Background: an optimization exercise with open tools, aiming at small area, a short achievable clock period and few clock cycles per item. Do not read the settings as production practice.
Power and IR drop assume default switching activity.

==> flow/design.v (excerpt) <==
module md5(
  input enable,
  input reset_n,
  input clk,
  input [63:0] initial_msg,
  input [0:127] passwd_hash,
  output test_done,
  output cracked
);
Size: ~3100 cells after synthesis, ~150 flip-flops, roughly 200 I/O pins, roughly 19000 um^2 of cells after synthesis.
export LEC_CHECK = 0
export ABC_AREA = 1
export CAP_MARGIN = 20
export CORE_MARGIN = 2
export CORE_UTILIZATION = 40
export PLACE_DENSITY = 0.6
export SETUP_SLACK_MARGIN = 3
export SLEW_MARGIN = 20
create_clock -name core_clock -period 8.0 [get_ports {clk}]
run.sh (not shown) runs the stock make flow with config.mk's settings and CLKGATE_MAP_FILE= SYNTH_SCRIPT=/design/flow/synth_recipe.tcl, a recipe that flattens the netlist after the stock synthesis.
The starting point ran to the end with no violations.
==> next run, changes <==
--- a/flow/design.v
+++ b/flow/design.v
@@ -5,18 +5,49 @@
   input [63:0] initial_msg,
   input [0:127] passwd_hash,
   output test_done,
   output cracked
 );
 localparam [31:0] IVA = 32'h67452301;
 localparam [31:0] IVB = 32'hefcdab89;
 localparam [31:0] IVC = 32'h98badcfe;
 localparam [31:0] IVD = 32'h10325476;
+function [31:0] add_bk(input [31:0] x, input [31:0] y);
+  reg [31:0] gg, pp, G, P;
+  integer k, l;
+  begin
+    gg = x & y; pp = x ^ y; G = gg; P = pp;
+    for (l = 1; l < 32; l = l * 2)
+      for (k = 2*l - 1; k < 32; k = k + 2*l) begin
+        G[k] = G[k] | (P[k] & G[k-l]);
+        P[k] = P[k] & P[k-l];
+      end
+    for (l = 8; l >= 1; l = l / 2)
+      for (k = 3*l - 1; k < 32; k = k + 2*l) begin
+        G[k] = G[k] | (P[k] & G[k-l]);
+        P[k] = P[k] & P[k-l];
+      end
+    add_bk = pp ^ {G[30:0], 1'b0};
+  end
+endfunction
+function [31:0] add_ks(input [31:0] x, input [31:0] y);
+  reg [31:0] gg, pp, G, P;
+  integer k, l;
+  begin
+    gg = x & y; pp = x ^ y; G = gg; P = pp;
+    for (l = 1; l < 32; l = l * 2)
+      for (k = 31; k >= l; k = k - 1) begin
+        G[k] = G[k] | (P[k] & G[k-l]);
+        P[k] = P[k] & P[k-l];
+      end
+    add_ks = pp ^ {G[30:0], 1'b0};
+  end
+endfunction
 reg run;           
 reg done;          
 reg hit;           
 reg [6:0] j;       
 reg [3:0] fs;      
 reg [1:0] qs;      
 reg [1:0] ds;      
 reg [31:0] b, c, d, p;
 wire start = reset_n & ~run & ~done & enable;
@@ -89,19 +120,21 @@
     6'd61: kw = 32'hbd3af235;
     6'd62: kw = 32'h2ad7d33b;
     6'd63: kw = 32'heb86d391;
     default: kw = 32'h0;
   endcase
 end
 wire sel0 = (j[5:0] == 6'd0) | (j[5:0] == 6'd19) | (j[5:0] == 6'd41) | (j[5:0] == 6'd48);
 wire sel1 = (j[5:0] == 6'd1) | (j[5:0] == 6'd16) | (j[5:0] == 6'd36) | (j[5:0] == 6'd55);
 wire [31:0] mw = ({32{sel0}} & m0) | ({32{sel1}} & m1);
-wire [31:0] pn = d + kw + mw;
+wire [31:0] ps = d ^ kw ^ mw;
+wire [31:0] pc = {(d[30:0] & kw[30:0]) | (d[30:0] & mw[30:0]) | (kw[30:0] & mw[30:0]), 1'b0};
+wire [31:0] pn = add_bk(ps, pc);
 reg [1:0] dln;
 always @(*) begin
   case ({j[5:4], j[1:0]})
     4'd0: dln = 2'd3;
     4'd1: dln = 2'd3;
     4'd2: dln = 2'd3;
     4'd3: dln = 2'd2;
     4'd4: dln = 2'd1;
     4'd5: dln = 2'd0;
@@ -115,38 +148,38 @@
     4'd13: dln = 2'd1;
     4'd14: dln = 2'd1;
     4'd15: dln = 2'd1;
     default: dln = 2'd0;
   endcase
 end
 wire [31:0] f1 = ({32{fs[0]}} & c) | ({32{fs[1]}} & (c | d)) | ({32{fs[2]}} & ~(c ^ d)) | ({32{fs[3]}} & ~c);
 wire [31:0] f0 = ({32{fs[0]}} & d) | ({32{fs[1]}} & (c & ~d)) | ({32{fs[2]}} & (c ^ d)) | ({32{fs[3]}} & (c ^ ~d));
 wire [31:0] f = (b & f1) | (~b & f0);
-wire [31:0] t = p + f;
+wire [31:0] t = add_ks(p, f);
 reg [31:0] r1;
 always @(*) begin
   case (qs)
     2'd0: r1 = {t[27:0], t[31:28]};
     2'd1: r1 = {t[22:0], t[31:23]};
     2'd2: r1 = {t[17:0], t[31:18]};
     default: r1 = {t[11:0], t[31:12]};
   endcase
 end
 reg [31:0] r2;
 always @(*) begin
   case (ds)
     2'd0: r2 = r1;
     2'd1: r2 = {r1[30:0], r1[31]};
     2'd2: r2 = {r1[29:0], r1[31:30]};
     default: r2 = {r1[28:0], r1[31:29]};
   endcase
 end
-wire [31:0] bn = b + r2;
+wire [31:0] bn = add_ks(b, r2);
 wire [31:0] ha = passwd_hash[0:31];
 wire [31:0] hb = passwd_hash[32:63];
 wire [31:0] hc = passwd_hash[64:95];
 wire [31:0] hd = passwd_hash[96:127];
 reg [31:0] pw, cw;
 always @(*) begin
   case (j[1:0])
     2'd2: begin pw = ha; cw = IVA; end
     2'd3: begin pw = hd; cw = IVD; end
What happened:
- The new run completed without violations
- synthesized area shrinks by about 2.6%
- sequential power drops by about 3%
- routed wire length rises by about 0.37%
- power decreases by about 6%
- global-route usage grows by 1.6 points
- final area decreases by 0.50%
- core utilization goes up by 1.1 points
- critical path depth drops by 2
- sequential share of layout area rises by 0.27 points
- cell count is lower by 3.8%
No functional check of the RTL was part of any run of this note.

static timing again, ports no longer ideal:
No port has a modelled driver above. Below, the same layouts with a new extraction and two added sets of constraints. Step 1 assumes that a clkbuf_16 drives the clock port and a buf_2 every other input. Step 2 adds t to the input delays and takes it off the output delays; t is the mean of the earliest and latest rising clock arrival at the registers after step 1. Input paths then give back, and output paths get back, about the clock's delay inside the block. a / b / c = ideal / step 1 / step 2; a / b = the first two.
| run | t (ns) | setup slack, ns | clock arrival spread, ns |
|---|---|---|---|
| the first run | 0.503 | 2.837 / 2.837 / 2.837 | 0.018 / 0.018 |
| the second run | 0.521 | 2.907 / 2.907 / 2.773 | 0.014 / 0.014 |
After both steps setup and hold are still met in every run listed. For the second run, which loses most, drivers alone change the setup slack by 0.000 ns; drivers and shift together by -0.134 ns.
